Source: an optimization exercise on an open RTL-to-GDS flow (aim: small area). Production flows keep margins and buffers that such runs may drop.
The RTL was checked by simulation tests, not by an equivalence proof against the original design.
No activity file was given, so power comes from the tool's default toggle rates.

[flow/run.sh]
#!/bin/bash
# synth_recipe.tcl (not shown) runs the flow's synth.tcl, then flattens the netlist and writes it again
# the make line also repeats each setting of config.mk as NAME=value (left out here)
make -C /OpenROAD-flow-scripts/flow DESIGN_CONFIG=/design/flow/config.mk WORK_HOME=/design/flow/orfs CLKGATE_MAP_FILE= SYNTH_SCRIPT=/design/flow/synth_recipe.tcl finish
[flow/config.mk]
export PLATFORM = sky130hd
export DESIGN_NAME = Trabalho3
export DESIGN_NICKNAME = Trabalho3
export VERILOG_FILES = /design/flow/design.v
export SDC_FILE = /design/flow/constraint.sdc
export NUM_CORES = 4
export LEC_CHECK = 0
export CAP_MARGIN = 20
export CORE_MARGIN = 2
export CORE_UTILIZATION = 40
export SLEW_MARGIN = 20
[flow/constraint.sdc]
create_clock -name core_clock -period 5.0 [get_ports {clock}]
set_input_delay 1.0000 -clock core_clock [delete_from_list [all_inputs] [get_ports {clock}]]
set_output_delay 1.0000 -clock core_clock [all_outputs]
set_load 0.01 [all_outputs]
[flow/design.v]
module Trabalho3(address, data_in, read_write, clock, enable, data_out);
	input [2:0] address;
	input [31:0] data_in;
	input read_write;
	input clock;
	input enable;
	output [31:0] data_out;
	reg [31:0] reg_out;
	reg [31:0] reg1;
	reg [31:0] reg2;
	reg [31:0] reg3;
	reg [31:0] reg4;
	reg [31:0] reg5;
	reg [31:0] reg6;
	reg [31:0] reg7;
	reg [31:0] reg8;	
	always @(posedge clock)
	begin
		if(enable == 1) begin
			if(read_write == 0) begin
				if(address == 3'b000) begin
					reg1 <= data_in;
				end else if(address == 3'b001) begin
					reg2 <= data_in;
				end else if(address == 3'b010) begin
					reg3 <= data_in;
				end else if(address == 3'b011) begin
					reg4 <= data_in;
				end else if(address == 3'b100) begin
					reg5 <= data_in;
				end else if(address == 3'b101) begin
					reg6 <= data_in;
				end else if(address == 3'b110) begin
					reg7 <= data_in;
				end else if(address == 3'b111) begin
					reg8 <= data_in;
				end
			end
			else begin
				if(address == 3'b000) begin
					reg_out <= reg1;
				end else if(address == 3'b001) begin
					reg_out <= reg2;
				end else if(address == 3'b010) begin
					reg_out <= reg3;
				end else if(address == 3'b011) begin
					reg_out <= reg4;
				end else if(address == 3'b100) begin
					reg_out <= reg5;
				end else if(address == 3'b101) begin
					reg_out <= reg6;
				end else if(address == 3'b110) begin
					reg_out <= reg7;
				end else if(address == 3'b111) begin
					reg_out <= reg8;
				end
			end
		end
	end
	assign data_out = reg_out;
endmodule
==> load_flow_metrics.sql, run 1 <==
INSERT INTO impl_metrics (metric_group, metric, value, unit) VALUES
('routing', 'wirelength', '24000', 'um'),
('die', 'design.die.area', '29300', 'um^2'),
('power', 'comb_power_share', '0.059', ''),
('critical_path', 'setup.worst_path.start_class', 'input pin', ''),
('cts', 'cts_hold_buffers', '0', ''),
('critical_path', 'worst_path_largest_cell_delay', '0.64', 'ns'),
('die', 'fp.coreArea', '27600', 'um^2'),
('routing', 'vias', '6037', ''),
('critical_path', 'r2r_cells', '4', ''),
('layout', 'finish.cell_count_without_fillers', '1117', ''),
('timing', 'worst_clock_skew', '0.0110', 'ns'),
('critical_path', 'crit_path_max_fanout', '49', ''),
('timing', 'finalMaxSlewViolations', '0', ''),
('timing', 'worst-slew-pin-transition', '1.05', 'ns'),
('die', 'ioPinCount', '70', ''),
('die', 'num_rows', '61', ''),
('synth', 'synthesis.nets', '675', ''),
('global_route', 'global_route_wire_length_before_repair', '36700', 'um'),
('synth', 'synth_adder_area_share', '0', ''),
('synth', 'synth_sequential_area_ratio', '0.773', ''),
('critical_path', 'cpMostUsedCell', 'sky130_fd_sc_hd__buf_4', ''),
('routing', 'ant_nets', '0', ''),
('timing', 'timing.final.crit_share', '0.559', ''),
('die', 'initial_utilization', '0.405', ''),
('placement', 'detailed_place_hpwl', '13800', 'um'),
('synth', 'synth_top_family_by_area', 'compound AO/OA/AOI/OAI gates', ''),
('die', 'die_extent_in_x', '171', 'um'),
('power', 'power.switching_fraction', '0.203', ''),
('synth', 'synth_area_per_cell', '17.6', 'um^2'),
('routing', 'wl_per_cell', '21.5', 'um'),
('placement', 'globalplace.congestion', '0.773', ''),
('hold_path', 'hold_path_class', 'reg2reg', ''),
('cts', 'clkSinkCount', '288', ''),
('layout', 'diodes', '0', ''),
('global_route', 'track_usage', '0.166', ''),
('critical_path', 'worstSetupPathType', 'in2reg', ''),
('synth', 'synth-xor-area-share', '0', ''),
('cts', 'clk_path_buf_depth', '3', ''),
('global_route', 'grt_max_degree', '63', ''),
('synth', 'asyncSetResetFlopFracSynth', '0', ''),
('timing', 'report.final.hold_viol_count', '0', ''),
('timing', 'rsz0062_at_grt', 'no', ''),
('power', 'cellPowerDensity', '393', 'nW/um^2'),
('cts', 'cts_inserted_buffers', '28', ''),
('critical_path', 'cp_capture_type', 'flop', ''),
('critical_path', 'worst_path_max_delay_cell', 'sky130_fd_sc_hd__nor2b_4', ''),
('die', 'die_height', '171', 'um'),
('placement', 'numPlacedInstances', '1065', ''),
('cts', 'cts-root-buf', 'sky130_fd_sc_hd__clkbuf_16', ''),
('routing', 'vias_per_cell', '5.40', ''),
('cts', 'cts_post_setup_buffers_inserted', '0', ''),
('synth', 'synth_compound_gate_area_share', '0.118', ''),
('routing', 'drt-pass1-iter-count', '5', ''),
('hold_path', 'hold_path_depth', '2', ''),
('routing', 'drcViolationCount', '0', ''),
('cts', 'cts_tree', 'yes', ''),
('critical_path', 'crit_path_cell_trace', 'buf_4 -> nor2b_4 -> buf_4 -> a221oi_2 -> a211oi_1 -> nor2_1', ''),
('layout', 'area_delta_synth_final', '18.7', '%'),
('layout', 'nets', '755', ''),
('layout', 'drive_gt1_frac', '0.146', ''),
('power', 'power.static_leakage', '4.49', 'nW'),
('synth', 'yosysWarnings', '1', ''),
('outcome', 'outcome', 'finished clean', ''),
('synth', 'synth_area', '11200', 'um^2'),
('synth', 'postSynthRegisterBits', '288', ''),
('job', 'max_capacitance_violation_count', '0', ''),
('power', 'power.internal', '4.16', 'mW'),
('synth', 'post_synth_num_cell_types', '37', ''),
('power', 'power.ir.vdd_worst', '0.000206', 'V'),
('cts', 'cts.repair.resized', '0', ''),
('timing', 'setup_tns', '0', 'ns');
Yosys cell counts, types with 3 or more instances:
master                      count  share of area
sky130_fd_sc_hd__edfxtp_1     288           0.77
sky130_fd_sc_hd__nor2_1        44          0.015
sky130_fd_sc_hd__a22o_1        43          0.034
sky130_fd_sc_hd__mux2i_1       31          0.028
sky130_fd_sc_hd__nand2_1       23         0.0077
sky130_fd_sc_hd__inv_1         22         0.0074
sky130_fd_sc_hd__o22ai_1       22          0.012
sky130_fd_sc_hd__buf_2         17         0.0076
sky130_fd_sc_hd__a211oi_1      16          0.011
sky130_fd_sc_hd__a21o_1        16          0.011
sky130_fd_sc_hd__a221oi_2      16          0.021
sky130_fd_sc_hd__clkbuf_1      16         0.0054
sky130_fd_sc_hd__a21oi_1       10         0.0045
sky130_fd_sc_hd__mux4_2        10          0.020
sky130_fd_sc_hd__o211ai_1       9         0.0060
sky130_fd_sc_hd__o21ai_0        8         0.0036
sky130_fd_sc_hd__o2bb2ai_1      6         0.0047
sky130_fd_sc_hd__buf_6          5         0.0050
sky130_fd_sc_hd__nor2b_1        5         0.0028
sky130_fd_sc_hd__a221oi_1       3         0.0023
sky130_fd_sc_hd__a222oi_1       3         0.0027
sky130_fd_sc_hd__nor3_1         3         0.0013
stage by stage:
step	hold WS [ns]	power, mW	utilization	setup WS (ns)	instance area (um^2)
3_3_place_gp	0.567	3.09	0.446	1.66	12300
5_1_grt	0.633	5.39	0.481	2.03	13300
2_1_floorplan	0.552	2.96	-	0.417	11200
3_5_place_dp	0.572	3.10	0.446	1.64	12300
4_1_cts	0.587	5.27	0.481	2.19	13300
6_report	0.586	5.22	0.481	2.21	13300
final cells by class:
| class | count | area, um^2 |
|---|---|---|
| Tap cell | 378 | 473 |
| Timing Repair Buffer | 91 | 846 |
| Clock inverter | 18 | 213 |
| Fill cell | 2364 | 14400 |
| Clock buffer | 34 | 744 |
| Multi-Input combinational cell | 286 | 2270 |
| Sequential cell | 288 | 8650 |
| Inverter | 22 | 82.6 |
sequential cells by signal (all words and copies together), names as in the netlist:
register / flops
reg6: 32
reg2: 32
reg3: 32
reg8: 32
reg1: 32
reg_out: 32
reg4: 32
reg5: 32
reg7: 32
layout by cell type (no fill, tap or decap), drive strengths merged, types with 16 or more instances in the layout:
| master | Yosys | layout |
|---|---|---|
| edfxtp | 288 | 288 |
| nand2 | 23 | 23 |
| buf | 25 | 25 |
| a211oi | 16 | 16 |
| a221oi | 19 | 19 |
| nor2 | 44 | 44 |
| inv | 22 | 22 |
| a21o | 16 | 16 |
| clkdlybuf4s50 | 0 | 66 |
| mux2i | 31 | 31 |
| clkbuf | 16 | 34 |
| o22ai | 22 | 22 |
| a22o | 43 | 43 |
routing by layer:
layer,vias to the layer above,track usage,wire (um)
met5,-,0,0
met4,0,0.0486,506
met3,45,0.0219,1170
met2,168,0.287,12000
met1,3102,0.221,10300
li1,2722,-,-
power by group through the flow:
stage	clock network, mW	registers, mW	logic [mW]
2_1_floorplan	0	2.79	0.171
5_1_grt	2.31	2.74	0.334
3_3_place_gp	0	2.79	0.301
4_1_cts	2.22	2.74	0.310
6_report	2.18	2.74	0.306
3_5_place_dp	0	2.79	0.308
worst max-delay path: cells and delay by family:
| kind | cells | cell delay, ns |
|---|---|---|
| buffers and inverters | 2 | 0.96 |
| and+or+nand+nor | 2 | 0.73 |
| AOI/OAI and AO/OA | 2 | 0.33 |
path summary, 6_finish.rpt:
path,startpoint,end
worst max register to register,reg3[6],reg_out[6]
worst min register to register,reg1[0],reg_out[0]
worst min-delay path,reg1[0],reg_out[0]
worst max-delay path,address[0],reg_out[2]
kinds of logic after synthesis:
family,Yosys count
AOI/OAI and AO/OA,159
muxes,44
and+or+nand+nor,83
DFF,288
buffers and inverters,63
==> run 2, diff against run 1 <==
==> flow/design.v (replaced) <==
module Trabalho3(address, data_in, read_write, clock, enable, data_out);
	input [2:0] address;
	input [31:0] data_in;
	input read_write;    
	input clock;
	input enable;
	output [31:0] data_out;
	reg [31:0] reg_out;
	reg [31:0] regs [0:7];
	wire rd = enable & read_write;
	wire wr = enable & ~read_write;
	wire [7:0] rsel;
	wire hold = ~rd;
	genvar i;
	generate
		for (i = 0; i < 8; i = i + 1) begin : g
			assign rsel[i] = rd & (address == i);
			always @(posedge clock)
				if (wr && address == i)
					regs[i] <= data_in;
		end
	endgenerate
	wire [31:0] next_out =
		({32{rsel[0]}} & regs[0]) | ({32{rsel[1]}} & regs[1]) |
		({32{rsel[2]}} & regs[2]) | ({32{rsel[3]}} & regs[3]) |
		({32{rsel[4]}} & regs[4]) | ({32{rsel[5]}} & regs[5]) |
		({32{rsel[6]}} & regs[6]) | ({32{rsel[7]}} & regs[7]) |
		({32{hold}} & reg_out);
	always @(posedge clock)
		reg_out <= next_out;
	assign data_out = reg_out;
endmodule
--- a/flow/config.mk
+++ b/flow/config.mk
@@ -8,4 +8,5 @@
 export CAP_MARGIN = 20
 export CORE_MARGIN = 2
 export CORE_UTILIZATION = 40
+export CTS_BUF_LIST = sky130_fd_sc_hd__clkbuf_4 sky130_fd_sc_hd__clkbuf_8
 export SLEW_MARGIN = 20
==> run 2 against run 1 <==
Via count down 4.3%. Largest power group unchanged. Cell area down 4.7%. Global-route usage down 0.085 points. Sequential power about the same. First-iteration DRC count up 3.5%. Critical endpoint is now regs[5][11]. Largest cell class unchanged. Sequential share of layout area up 0.66 points.
==> load_flow_metrics.sql, run 2 <==
INSERT INTO impl_metrics (metric_group, metric, value, unit) VALUES
('outcome', 'outcome', 'finished clean', ''),
('synth', 'most_frequent_cell_after_synthesis', 'sky130_fd_sc_hd__edfxtp_1', ''),
('critical_path', 'worst_flop_to_flop_path_startpoint', 'regs[4][18]', ''),
('routing', 'drt_iter0_drc', '556', ''),
('critical_path', 'crit-reg2reg-capture', 'reg_out[18]', ''),
('die', 'num_rows', '59', ''),
('layout', 'largest_reg_flops', '256', ''),
('power', 'power.ir.vdd_worst', '0.000235', 'V'),
('critical_path', 'setup.worst_path.start_class', 'input pin', ''),
('timing', 'final_period_minus_worst_setup_slack', '3.20', 'ns'),
('synth', 'ys.flop_type', 'sky130_fd_sc_hd__edfxtp_1', ''),
('timing', 'setup-violations-final', '0', ''),
('placement', 'globalplace.congestion', '0.727', ''),
('layout', 'drive_gt1_frac', '0.174', ''),
('cts', 'clkLatencyLatePin', '0.55', 'ns'),
('cts', 'cts.repair.resized', '0', ''),
('cts', 'cts_htree_levels', '2', ''),
('power', 'p_sw', '1.10', 'mW'),
('die', 'fp.coreArea', '26100', 'um^2'),
('die', 'design.die.area', '27800', 'um^2'),
('global_route', 'global_route_wire_length_before_repair', '35400', 'um'),
('cts', 'cts-root-buf', 'sky130_fd_sc_hd__clkbuf_8', ''),
('global_route', 'vias_in_the_first_global_route', '6154', ''),
('synth', 'yosysWarnings', '2', ''),
('cts', 'cts.clk_slew.worst_paths', '0.06', 'ns'),
('power', 'comb_power_share', '0.067', ''),
('timing', 'timing.final.crit_share', '0.640', ''),
('critical_path', 'cp_capture_type', 'flop', ''),
('critical_path', 'crit_path_max_fanout', '37', ''),
('layout', 'num-fill-cells', '2173', ''),
('timing', 'worst-slew-pin-transition', '1.00', 'ns'),
('timing', 'max_slew_margin_vs_limit', '0.332', ''),
('synth', 'synthesis.nets', '640', ''),
('power', 'seqPwrFrac', '0.534', ''),
('global_route', 'track_usage', '0.165', ''),
('timing', 'finalMaxSlewViolations', '0', ''),
('die', 'initial_utilization', '0.407', ''),
('hold_path', 'min-delay-start', 'reg_out[21]', ''),
('die', 'ioPinCount', '70', ''),
('job', 'max_capacitance_violation_count', '0', ''),
('placement', 'detailed_place_hpwl', '13700', 'um'),
('routing', 'drt-pass1-iter-count', '5', ''),
('cts', 'cts_hold_buffers', '0', ''),
('synth', 'postSynthRegisterBits', '288', ''),
('timing', 'setup_tns', '0', 'ns'),
('synth', 'syn_inst', '602', ''),
('synth', 'synth_sequential_area_ratio', '0.786', ''),
('timing', 'worst_clock_skew', '0.0132', 'ns'),
('die', 'die_extent_in_x', '167', 'um'),
('layout', 'diodes', '0', ''),
('placement', 'io_buffers', '69', ''),
('critical_path', 'worstSetupPathType', 'in2reg', ''),
('layout', 'multiInputGateArea', '2130', 'um^2'),
('cts', 'cts_inserted_buffers', '46', ''),
('critical_path', 'r2r_cells', '3', ''),
('synth', 'asyncSetResetFlopFracSynth', '0', ''),
('routing', 'wirelength', '23000', 'um'),
('power', 'clock_power_share', '0.399', ''),
('global_route', 'antenna_found_initial', '0', ''),
('layout', 'max_flop_register', 'regs', ''),
('power', 'power.switching_fraction', '0.215', ''),
('routing', 'vias_per_cell', '5.37', ''),
('cts', 'clk_path_buf_depth', '3', ''),
('routing', 'ant_nets', '0', ''),
('timing', 'rsz0062_at_grt', 'no', ''),
('critical_path', 'critical_path_required', '5.21', 'ns'),
('routing', 'drcViolationCount', '0', ''),
('die', 'die_height', '167', 'um'),
('global_route', 'globalRouteOverflowTotal', '0', ''),
('timing', 'report.final.hold_viol_count', '0', ''),
('cts', 'clkSinkCount', '288', ''),
('critical_path', 'worst-endpoint-arrival', '3.41', 'ns'),
('synth', 'post_synth_num_cell_types', '41', ''),
('synth', 'number_of_enable_type_register_cells_in_the_synthesized_netlist', '256', ''),
('cts', 'cts_post_setup_buffers_inserted', '0', ''),
('layout', 'area_delta_synth_final', '19.5', '%'),
('layout', 'nets', '741', ''),
('synth', 'synth_area', '10600', 'um^2'),
('timing', 'max_freq', '312', 'MHz'),
('synth', 'synth_area_leaders', 'sky130_fd_sc_hd__edfxtp_1 73%, sky130_fd_sc_hd__dfxtp_1 6.0%, sky130_fd_sc_hd__mux2i_1 4.9%', ''),
('power', 'power.internal', '4.04', 'mW'),
('power', 'cellPowerDensity', '407', 'nW/um^2'),
('layout', 'most_frequent_standard_cell_in_the_layout_excluding_fill_and_tap_cells', 'sky130_fd_sc_hd__edfxtp_1', ''),
('global_route', 'grt_max_degree', '47', ''),
('layout', 'top_regs', 'regs x256, reg_out x32', ''),
('routing', 'wl_per_cell', '21.4', 'um'),
('synth', 'yosys.area.top_type_share', '0.726', ''),
('cts', 'cts_tree', 'yes', ''),
('synth', 'synth_area_leader_cell', 'sky130_fd_sc_hd__edfxtp_1', ''),
('routing', 'vias', '5779', ''),
('layout', 'final-seq-area', '8330', 'um^2'),
('hold_path', 'hold_path_class', 'reg2reg', ''),
('synth', 'synth_area_per_cell', '17.6', 'um^2'),
('layout', 'mostFrequentLayoutCells', '256 x sky130_fd_sc_hd__edfxtp_1, 67 x sky130_fd_sc_hd__clkdlybuf4s50_1, 56 x sky130_fd_sc_hd__clkbuf_8, 52 x sky130_fd_sc_hd__mux2i_1, 35 x sky130_fd_sc_hd__nor2_1', ''),
('power', 'power.static_leakage', '4.25', 'nW'),
('critical_path', 'rrSetupSlack', '3.77', 'ns'),
('timing', 'fin_worst_hold_slack', '0.437', 'ns'),
('hold_path', 'hold_path_depth', '2', ''),
('hold_path', 'whs_endpoint', 'reg_out[21]', ''),
('synth', 'synth.top_cells.by_count', '256 x sky130_fd_sc_hd__edfxtp_1, 52 x sky130_fd_sc_hd__mux2i_1, 45 x sky130_fd_sc_hd__nor2_1', '');
## run 2: power groups by stage
stage	clock network [mW]	registers, mW	logic [mW]
after CTS	2.10	2.75	0.348
final	2.06	2.75	0.344
after floorplan	0	2.81	0.139
after global routing	2.21	2.75	0.374
after global placement	0	2.79	0.341
after detailed placement	0	2.80	0.346
## run 2: stage by stage
step	util	setup slack [ns]	std cells	power (mW)	instance area, um^2
2_1_floorplan	-	1.39	602	2.94	10600
3_3_place_gp	0.448	1.27	989	3.14	11700
3_5_place_dp	0.448	1.18	989	3.14	11700
4_1_cts	0.485	1.76	1075	5.19	12600
5_1_grt	0.486	1.64	1076	5.34	12700
6_report	0.486	1.80	1076	5.15	12700
## run 2: worst max-delay path by stage
stage | slack, ns | startpoint | depth (start not counted) | end
floorplan | 1.39 | address[0] | 4 | regs[0][0]
global placement | 1.27 | address[1] | 4 | regs[2][8]
detailed placement | 1.18 | address[1] | 4 | regs[2][9]
CTS | 1.76 | address[2] | 4 | regs[4][2]
global route | 1.64 | address[2] | 4 | regs[5][30]
finish | 1.80 | address[2] | 4 | regs[5][11]
## run 2: kinds of logic after synthesis
kind of cell    synth area share
simple gates              0.0433
compound gates            0.0783
buf+inv                   0.0208
flops                      0.786
mux                       0.0715
## run 2: final cells by class
| cell class | count | area share |
|---|---|---|
| clock buffers | 70 | 0.0692 |
| clock inverters | 16 | 0.00810 |
| inverters | 2 | 0.000593 |
| multi-input cells | 281 | 0.168 |
| flip-flops and latches | 288 | 0.658 |
| well taps | 335 | 0.0331 |
| repair buffers | 84 | 0.0633 |
## run 2: layer usage
layer	vias up	global-route usage	share of wire
met2	191	0.280	0.49
met5	-	0	0
met1	2913	0.211	0.43
met3	34	0.0390	0.059
met4	0	0.0525	0.019
li1	2641	-	-
## run 2: worst max-delay path, cell delays in order
cell                       delay, ns
sky130_fd_sc_hd__buf_2          0.73
sky130_fd_sc_hd__nand2b_1       0.65
sky130_fd_sc_hd__nor2_4         0.58
sky130_fd_sc_hd__buf_4          0.40
==> run 3, diff against run 2 <==
==> flow/flow/run.sh (new file) <==
#!/bin/bash
# Layout flow: standard synthesis, then the combinational logic is replaced by a
# hand-mapped netlist (same registers, names and cell types), then the standard
# ORFS layout steps with smaller port buffers.
set -euo pipefail
R=orfs/results/sky130hd/Trabalho3/base
bash standard.sh synth > synth_standard.log 2>&1
cp $R/1_2_yosys.v synth_standard.v
python3 flow/gen_netlist.py synth_standard.v synth_mapped.v > gen_netlist.log 2>&1
cp synth_mapped.v $R/1_2_yosys.v
rm -f $R/1_synth.odb $R/1_synth.sdc
bash standard.sh synth > synth_odb.log 2>&1
bash standard.sh BUFFER_PORTS_ARGS="-buffer_cell sky130_fd_sc_hd__buf_1" finish > layout.log 2>&1
==> flow/flow/gen_netlist.py (new file) <==
#!/usr/bin/env python3
"""Write a hand-mapped gate netlist of Trabalho3 (same registers, same names
and cell types as the standard synthesis of rtl/Trabalho02.v).

usage: gen_netlist.py STANDARD_1_2_yosys.v OUT.v
Exits non-zero if the standard netlist's registers are not the expected ones.
"""
import re, sys

P = 'sky130_fd_sc_hd__'
std = open(sys.argv[1]).read()

# registers of the standard synthesis: (cell type, instance name)
regs = set(re.findall(r'(sky130_fd_sc_hd__\w*df\w*)\s+(\\\S+|\w+)\s*\(', std))
want = set()
for i in range(8):
    for b in range(32):
        want.add((P + 'edfxtp_1', '\\regs[%d][%d]$_DFFE_PP_' % (i, b)))
for b in range(32):
    want.add((P + 'dfxtp_1', '\\reg_out[%d]$_DFF_P_' % b))
if regs != want:
    sys.stderr.write('register set differs from expected: %d extra, %d missing\n'
                     % (len(regs - want), len(want - regs)))
    sys.exit(1)

wires = []
cells = []
n = [0]


def cell(typ, **pins):
    n[0] += 1
    conn = ', '.join('.%s(%s)' % (k, v) for k, v in pins.items())
    cells.append('  %s%s g%d (%s);' % (P, typ, n[0], conn))


def w(name):
    wires.append(name)
    return name


# address / control decode
na0, na1, na2, nrw = w('na0'), w('na1'), w('na2'), w('nrw')
cell('inv_1', A='address[0]', Y=na0)
cell('inv_1', A='address[1]', Y=na1)
cell('inv_1', A='address[2]', Y=na2)
cell('inv_1', A='read_write', Y=nrw)
a2 = ['na2', 'address[2]']
a1 = ['na1', 'address[1]']
a0 = ['address[0]', 'na0']   # nor2 input that must be 0 for bit value v
we, sel = [], []
for k in range(4):
    # active-low "write to pair k" / "read from pair k"
    nw = w('nwp%d' % k)
    nr = w('nrp%d' % k)
    cell('nand4_1', A='enable', B='nrw', C=a2[k >> 1], D=a1[k & 1], Y=nw)
    cell('nand4_1', A='enable', B='read_write', C=a2[k >> 1], D=a1[k & 1], Y=nr)
    for v in range(2):
        i = 2 * k + v
        we.append(w('we%d' % i))
        sel.append(w('rs%d' % i))
        cell('nor2_1', A=nw, B=a0[v], Y=we[i])
        cell('nor2_1', A=nr, B=a0[v], Y=sel[i])
hold = w('hold')
cell('nand2_1', A='enable', B='read_write', Y=hold)

# storage: D = data_in, DE = write enable of the row
flops = []
for i in range(8):
    for b in range(32):
        q = '\\regs[%d][%d] ' % (i, b)
        wires.append(q)
        flops.append('  %sedfxtp_1 \\regs[%d][%d]$_DFFE_PP_  (.CLK(clock), .D(data_in[%d]), .DE(%s), .Q(%s));'
                     % (P, i, b, b, we[i], q))

# output register: D = OR of (select & value) over the 8 rows and the hold term
for b in range(32):
    r = ['\\regs[%d][%d] ' % (i, b) for i in range(8)]
    n1, n2, n3, d = w('m%da' % b), w('m%db' % b), w('m%dc' % b), w('nx%d' % b)
    cell('a222oi_1', A1=sel[0], A2=r[0], B1=sel[1], B2=r[1], C1=sel[2], C2=r[2], Y=n1)
    cell('a222oi_1', A1=sel[3], A2=r[3], B1=sel[4], B2=r[4], C1=sel[5], C2=r[5], Y=n2)
    cell('a222oi_1', A1=sel[6], A2=r[6], B1=sel[7], B2=r[7], C1=hold, C2='data_out[%d]' % b, Y=n3)
    cell('nand3_1', A=n1, B=n2, C=n3, Y=d)
    flops.append('  %sdfxtp_1 \\reg_out[%d]$_DFF_P_  (.CLK(clock), .D(%s), .Q(data_out[%d]));'
                 % (P, b, d, b))

out = ['module Trabalho3(address, data_in, read_write, clock, enable, data_out);',
       '  input [2:0] address;', '  input [31:0] data_in;', '  input read_write;',
       '  input clock;', '  input enable;', '  output [31:0] data_out;']
out += ['  wire %s;' % x for x in wires]
out += flops + cells + ['endmodule', '']
open(sys.argv[2], 'w').write('\n'.join(out))
==> flow/standard.sh (new file) <==
#!/bin/bash
# synth_recipe.tcl (not shown) runs the flow's synth.tcl, then flattens the netlist and writes it again
# the make line also repeats each setting of config.mk as NAME=value (left out here)
make -C /OpenROAD-flow-scripts/flow DESIGN_CONFIG=/design/flow/config.mk WORK_HOME=/design/flow/orfs CLKGATE_MAP_FILE= SYNTH_SCRIPT=/design/flow/synth_recipe.tcl "${@:-finish}"
removed: flow/run.sh
==> run 3 against run 2 <==
Still clean on timing, DRC and antenna. Clock power down 6%. Power down 4.7%. Sequential cell count unchanged. Utilization up 0.11 points. Via count down 9.7%. Sequential power about the same. Worst setup slack better by 0.25 ns. Routed wire length down 12%.
==> load_flow_metrics.sql, run 3 <==
INSERT INTO impl_metrics (metric_group, metric, value, unit) VALUES
('outcome', 'outcome', 'finished clean', ''),
('routing', 'vias', '5218', ''),
('power', 'power.switching_fraction', '0.205', ''),
('layout', 'finish.utilization', '0.487', ''),
('cts', 'cts.repair.resized', '0', ''),
('layout', 'mostFrequentLayoutCells', '256 x sky130_fd_sc_hd__edfxtp_1, 96 x sky130_fd_sc_hd__a222oi_1, 69 x sky130_fd_sc_hd__buf_1, 51 x sky130_fd_sc_hd__clkbuf_8', ''),
('layout', 'top_regs', 'regs x256, reg_out x32', ''),
('critical_path', 'setup.worst_path.start_class', 'input pin', ''),
('power', 'comb_power_share', '0.044', ''),
('die', 'design.die.area', '25200', 'um^2'),
('placement', 'io_buffers', '69', ''),
('power', 'power.ir.vdd_worst', '0.000141', 'V'),
('timing', 'fin_worst_hold_slack', '0.458', 'ns'),
('routing', 'drt-pass1-iter-count', '9', ''),
('layout', 'max_flop_register', 'regs', ''),
('critical_path', 'worstSetupPathType', 'in2reg', ''),
('critical_path', 'critical_path_required', '5.15', 'ns'),
('global_route', 'globalRouteOverflowTotal', '0', ''),
('cts', 'cts_post_setup_buffers_inserted', '0', ''),
('routing', 'drcViolationCount', '0', ''),
('placement', 'globalplace.congestion', '0.680', ''),
('timing', 'worst_clock_skew', '0.00814', 'ns'),
('die', 'fp.coreArea', '23500', 'um^2'),
('synth', 'synth_area', '9580', 'um^2'),
('routing', 'vias_per_cell', '5.64', ''),
('timing', 'setup-violations-final', '0', ''),
('global_route', 'vias_in_the_first_global_route', '5379', ''),
('critical_path', 'worst-endpoint-arrival', '3.09', 'ns'),
('die', 'ioPinCount', '70', ''),
('cts', 'cts_tree', 'yes', ''),
('timing', 'finalMaxSlewViolations', '0', ''),
('routing', 'wirelength', '20200', 'um'),
('power', 'p_sw', '1.00', 'mW'),
('cts', 'clkSinkCount', '288', ''),
('cts', 'cts.clk_slew.worst_paths', '0.06', 'ns'),
('timing', 'rsz0062_at_grt', 'no', ''),
('synth', 'synth_area_per_cell', '21.5', 'um^2'),
('power', 'seqPwrFrac', '0.561', ''),
('global_route', 'grt_max_degree', '33', ''),
('cts', 'cts_hold_buffers', '0', ''),
('routing', 'ant_nets', '0', ''),
('die', 'num_rows', '56', ''),
('die', 'die_extent_in_x', '159', 'um'),
('critical_path', 'cp_capture_type', 'flop', ''),
('hold_path', 'hold_path_class', 'reg2reg', ''),
('layout', 'finish.cell_count_without_fillers', '925', ''),
('critical_path', 'crit_path_max_fanout', '32', ''),
('placement', 'numPlacedInstances', '842', ''),
('layout', 'diodes', '0', ''),
('timing', 'max_freq', '339', 'MHz'),
('cts', 'cts_htree_levels', '2', ''),
('critical_path', 'rrSetupSlack', '3.90', 'ns'),
('timing', 'max_slew_margin_vs_limit', '0.288', ''),
('die', 'die_height', '159', 'um'),
('timing', 'worst-slew-pin-transition', '1.06', 'ns'),
('layout', 'area_delta_synth_final', '19.3', '%'),
('placement', 'detailed_place_hpwl', '10700', 'um'),
('global_route', 'track_usage', '0.159', ''),
('cts', 'cts_inserted_buffers', '42', ''),
('synth', 'yosysWarnings', '2', ''),
('power', 'power.internal', '3.90', 'mW'),
('timing', 'final_period_minus_worst_setup_slack', '2.95', 'ns'),
('global_route', 'antenna_found_initial', '0', ''),
('power', 'power.static_leakage', '3.65', 'nW'),
('placement', 'placed_area', '10400', 'um^2'),
('layout', 'largest_reg_flops', '256', ''),
('synth', 'synthesis.nets', '483', ''),
('layout', 'nets', '610', ''),
('cts', 'clk_path_buf_depth', '3', ''),
('layout', 'most_frequent_standard_cell_in_the_layout_excluding_fill_and_tap_cells', 'sky130_fd_sc_hd__edfxtp_1', ''),
('job', 'max_capacitance_violation_count', '0', ''),
('power', 'cellPowerDensity', '429', 'nW/um^2'),
('timing', 'setup_tns', '0', 'ns'),
('power', 'clock_power_share', '0.395', ''),
('cts', 'cts-root-buf', 'sky130_fd_sc_hd__clkbuf_8', ''),
('die', 'initial_utilization', '0.408', ''),
('cts', 'clkLatencyLatePin', '0.52', 'ns'),
('layout', 'drive_gt1_frac', '0.170', ''),
('timing', 'report.final.hold_viol_count', '0', ''),
('global_route', 'global_route_wire_length_before_repair', '31100', 'um'),
('routing', 'wl_per_cell', '21.8', 'um'),
('timing', 'timing.final.crit_share', '0.589', ''),
('synth', 'syn_inst', '445', ''),
('routing', 'drt_iter0_drc', '720', ''),
('layout', 'design_area', '11400', 'um^2');
## run 3: layout make-up
type / instances / area [um^2]
fillers: 1933 / 12000
flip-flops and latches: 288 / 8330
multi-input cells: 153 / 1330
clock buffers: 70 / 845
repair buffers: 83 / 459
well taps: 319 / 399
clock inverters: 8 / 58.8
inverters: 4 / 15.0
## run 3: power by group through the flow
stage                     logic (mW)  clock network [mW]  registers [mW]
final                          0.215                1.94            2.75
after global routing           0.240                2.08            2.76
after CTS                      0.216                1.99            2.75
after detailed placement       0.215                   0            2.80
after global placement         0.206                   0            2.80
after floorplan               0.0800                   0            2.81
## run 3: worst paths after layout
kind,startpoint,end,depth (start not counted)
max,address[0],regs[5][9],3
min,regs[2][30],reg_out[30],2
max reg2reg,regs[3][27],reg_out[27],2
min reg2reg,regs[2][30],reg_out[30],2
## run 3: through the flow
step | setup slack, ns | power (mW)
after global routing | 2.00 | 5.08
after floorplan | 1.99 | 2.89
after CTS | 1.96 | 4.96
after global placement | 1.55 | 3.00
final | 2.05 | 4.90
after detailed placement | 1.38 | 3.02
## run 3: layer usage
layer / up-vias / global-route usage / routed length (um)
li1: 2319 / - / -
met1: 2681 / 0.191 / 8260
met2: 186 / 0.283 / 10400
met3: 32 / 0.0358 / 1160
met4: 0 / 0.0521 / 334
met5: - / 0 / 0
## run 3: critical path: stages
cell and delay [ns]:
sky130_fd_sc_hd__buf_1 0.64, sky130_fd_sc_hd__inv_1 0.50, sky130_fd_sc_hd__nor2_4 0.91
==> run 4, diff against run 3 <==
--- a/flow/flow/run.sh
+++ b/flow/flow/run.sh
@@ -10,4 +10,4 @@
 cp synth_mapped.v $R/1_2_yosys.v
 rm -f $R/1_synth.odb $R/1_synth.sdc
 bash standard.sh synth > synth_odb.log 2>&1
-bash standard.sh BUFFER_PORTS_ARGS="-buffer_cell sky130_fd_sc_hd__buf_1" finish > layout.log 2>&1
+bash standard.sh BUFFER_PORTS_ARGS="-buffer_cell sky130_fd_sc_hd__buf_1" CTS_ARGS="-sink_clustering_enable -repair_clock_nets -dont_use_dummy_load -buf_list sky130_fd_sc_hd__clkbuf_8 -sink_clustering_size 16 -sink_clustering_max_diameter 70" finish > layout.log 2>&1
==> flow/config.mk (replaced) <==
export PLATFORM = sky130hd
export DESIGN_NAME = Trabalho3
export DESIGN_NICKNAME = Trabalho3
export VERILOG_FILES = /design/flow/design.v
export SDC_FILE = /design/flow/constraint.sdc
export NUM_CORES = 4
export LEC_CHECK = 0
export CAP_MARGIN = 5
export CORE_MARGIN = 2
export CORE_UTILIZATION = 75
export PLACE_DENSITY = 0.85
export SLEW_MARGIN = 5
==> run 4 against run 3 <==
Via count up 0.46%. Critical endpoint is now reg_out[6]. Power decreased by 19%. Sequential share of layout area is 6.6 points higher. Still clean on timing, DRC and antenna. Utilization grew 35 points. Global-route usage grew 13 points. First-iteration DRC count grew 37%. Register-to-register slack is essentially flat. Clock-buffer cell count fell by 49.
==> load_flow_metrics.sql, run 4 <==
INSERT INTO impl_metrics (metric_group, metric, value, unit) VALUES
('global_route', 'track_usage', '0.288', ''),
('power', 'p_sw', '0.813', 'mW'),
('timing', 'report.final.hold_viol_count', '0', ''),
('cts', 'cts-root-buf', 'sky130_fd_sc_hd__clkbuf_8', ''),
('synth', 'syn_inst', '445', ''),
('layout', 'most_frequent_standard_cell_in_the_layout_excluding_fill_and_tap_cells', 'sky130_fd_sc_hd__edfxtp_1', ''),
('cts', 'cts_hold_buffers', '0', ''),
('layout', 'mostFrequentLayoutCells', '256 x sky130_fd_sc_hd__edfxtp_1, 96 x sky130_fd_sc_hd__a222oi_1, 69 x sky130_fd_sc_hd__buf_1, 32 x sky130_fd_sc_hd__nand3_1, 32 x sky130_fd_sc_hd__dfxtp_1', ''),
('hold_path', 'hold_path_class', 'reg2reg', ''),
('layout', 'top_regs', 'regs x256, reg_out x32', ''),
('die', 'num_rows', '41', ''),
('placement', 'preCtsSetupSlack', '1.35', 'ns'),
('global_route', 'vias_in_the_first_global_route', '5129', ''),
('timing', 'finalMaxSlewViolations', '0', ''),
('timing', 'setup-violations-final', '0', ''),
('die', 'die_height', '117', 'um'),
('critical_path', 'cp_capture_type', 'flop', ''),
('placement', 'globalplace.congestion', '0.778', ''),
('placement', 'placed_area', '10200', 'um^2'),
('critical_path', 'worst_path_largest_cell_delay', '0.70', 'ns'),
('global_route', 'globalRouteOverflowTotal', '0', ''),
('power', 'seqPwrFrac', '0.693', ''),
('power', 'power.internal', '3.15', 'mW'),
('critical_path', 'critical_path_required', '5.44', 'ns'),
('power', 'cellPowerDensity', '379', 'nW/um^2'),
('timing', 'worst-slew-pin-transition', '1.23', 'ns'),
('timing', 'max_freq', '304', 'MHz'),
('critical_path', 'worstSetupPathType', 'in2reg', ''),
('placement', 'io_buffers', '69', ''),
('critical_path', 'worst-endpoint-arrival', '3.73', 'ns'),
('critical_path', 'rrSetupSlack', '3.90', 'ns'),
('power', 'power.ir.vdd_worst', '0.000360', 'V'),
('layout', 'drive_gt1_frac', '0.0795', ''),
('timing', 'rsz0062_at_grt', 'no', ''),
('cts', 'clkSinkCount', '288', ''),
('timing', 'max_slew_margin_vs_limit', '0.177', ''),
('synth', 'synth_area_per_cell', '21.5', 'um^2'),
('routing', 'vias_per_cell', '7.35', ''),
('layout', 'nets', '581', ''),
('die', 'design.die.area', '13700', 'um^2'),
('routing', 'vias', '5242', ''),
('layout', 'num-fill-cells', '564', ''),
('critical_path', 'worst_path_max_delay_cell', 'sky130_fd_sc_hd__nor2_2', ''),
('layout', 'final-seq-area', '8330', 'um^2'),
('power', 'power.static_leakage', '3.24', 'nW'),
('critical_path', 'crit_path_max_fanout', '22', ''),
('synth', 'synthesis.nets', '483', ''),
('global_route', 'antenna_found_initial', '0', ''),
('global_route', 'global_route_wire_length_before_repair', '28600', 'um'),
('placement', 'detailed_place_hpwl', '10500', 'um'),
('die', 'die_extent_in_x', '117', 'um'),
('die', 'ioPinCount', '70', ''),
('timing', 'setup_tns', '0', 'ns'),
('cts', 'cts_post_setup_buffers_inserted', '0', ''),
('power', 'clock_power_share', '0.254', ''),
('layout', 'multiInputGateArea', '1330', 'um^2'),
('power', 'power.switching_fraction', '0.205', ''),
('layout', 'area_delta_synth_final', '9.43', '%'),
('routing', 'drt_iter0_drc', '986', ''),
('die', 'fp.coreArea', '12600', 'um^2'),
('synth', 'synth_area', '9580', 'um^2'),
('cts', 'clkLatencyLatePin', '0.51', 'ns'),
('cts', 'clk_path_buf_depth', '3', ''),
('cts', 'cts_tree', 'yes', ''),
('cts', 'cts.repair.resized', '0', ''),
('power', 'post-layout-total-power', '3.97', 'mW'),
('timing', 'setup_ws', '1.71', 'ns'),
('cts', 'cts_htree_levels', '1', ''),
('routing', 'ant_nets', '0', ''),
('synth', 'yosysWarnings', '2', ''),
('layout', 'finish.cell_count_without_fillers', '713', ''),
('timing', 'worst_clock_skew', '0.0117', 'ns'),
('routing', 'wirelength', '19500', 'um'),
('die', 'initial_utilization', '0.762', ''),
('layout', 'diodes', '0', ''),
('critical_path', 'setup.worst_path.start_class', 'input pin', ''),
('timing', 'final_period_minus_worst_setup_slack', '3.29', 'ns'),
('routing', 'drcViolationCount', '0', ''),
('job', 'max_capacitance_violation_count', '0', ''),
('outcome', 'outcome', 'finished clean', ''),
('layout', 'design_area', '10500', 'um^2'),
('critical_path', 'crit_path_cell_trace', 'buf_1 -> inv_1 -> nor2_2 -> buf_4 -> a222oi_1 -> nand3_1', ''),
('layout', 'largest_reg_flops', '256', ''),
('power', 'comb_power_share', '0.053', ''),
('global_route', 'grt_max_degree', '33', ''),
('cts', 'cts.clk_slew.worst_paths', '0.09', 'ns'),
('cts', 'cts_inserted_buffers', '21', ''),
('timing', 'timing.final.crit_share', '0.658', ''),
('routing', 'wl_per_cell', '27.3', 'um'),
('placement', 'numPlacedInstances', '692', ''),
('layout', 'max_flop_register', 'regs', ''),
('routing', 'drt-pass1-iter-count', '10', '');
-- run 4: changes by cell type in the layout (fill, tap and decap cells not counted), moves of 2 or more --
cell / delta
sky130_fd_sc_hd__buf_16: -4
sky130_fd_sc_hd__buf_4: -2
sky130_fd_sc_hd__buf_8: -2
sky130_fd_sc_hd__clkbuf_4: -19
sky130_fd_sc_hd__clkbuf_8: -30
sky130_fd_sc_hd__clkinv_1: -5
sky130_fd_sc_hd__clkinv_2: -2
-- run 4: path summary, 6_finish.rpt --
kind / cells after the start / startpoint / end
worst max register to register: 2 / regs[6][6] / reg_out[6]
worst min register to register: 2 / regs[2][9] / reg_out[9]
worst max-delay path: 6 / address[0] / reg_out[6]
worst min-delay path: 2 / regs[2][9] / reg_out[9]
-- run 4: critical path, delay by kind of cell --
family | cells | cell delay, ns
AND/OR/NAND/NOR | 2 | 0.90
AO/OA/AOI/OAI | 1 | 0.17
buffers and inverters | 3 | 1.63
-- run 4: power groups by stage --
stage,combinational [mW],sequential [mW],clock (mW)
detailed placement,0.212,2.80,0
finish,0.212,2.75,1.01
floorplan,0.0800,2.81,0
global placement,0.199,2.80,0
global route,0.234,2.76,1.10
CTS,0.213,2.75,1.02
-- run 4: area by class of cell --
cell class | count | share of cell area
tap | 172 | 0.0205
inverter | 4 | 0.00143
timing repair buffer | 75 | 0.0290
sequential | 288 | 0.795
clock buffer | 21 | 0.0276
multi-input combinational | 153 | 0.127
-- run 4: stage by stage --
stage / utilization / hold slack [ns]
floorplan: - / 0.445
finish: 0.834 / 0.472
detailed placement: 0.811 / 0.458
global route: 0.834 / 0.501
CTS: 0.834 / 0.480
global placement: 0.811 / 0.447
-- run 4: per-layer routing --
metal	up-vias	GRT usage	share of wire
li1	2220	-	-
met1	2591	0.412	0.38
met2	390	0.460	0.49
met3	41	0.0556	0.11
met4	0	0.107	0.022
met5	-	0	0

-- afterwards: timing with drivers on the ports --
In the flow no input, the clock included, has a driving cell. The finished layouts below were timed again as built, in two steps. Step 1, drivers: a clkbuf_16 drives clock and a buf_2 each remaining input, both assumed. Step 2, shift: input delay + t, output delay - t, t = (earliest + latest rising clock arrival at the registers) / 2. This alone moves slack from input paths to output paths. Three values: no drivers, after step 1, after step 2; two values: the first two.
run | t, ns | slack for setup (ns) | worst setup path after step 2 | worst slew at a driven data input, ns
run 1 | 0.580 | 2.206 / 2.217 / 1.637 | input to register | 0.06
run 2 | 0.587 | 1.799 / 1.812 / 1.225 | input to register | 0.07
run 3 | 0.567 | 2.053 / 2.067 / 1.500 | input to register | 0.07
run 4 | 0.538 | 1.708 / 1.711 / 1.172 | input to register | 0.06
After both steps every run listed still meets setup and hold. For run 2, which loses most, drivers alone change the setup slack by +0.013 ns; drivers and shift together by -0.574 ns.
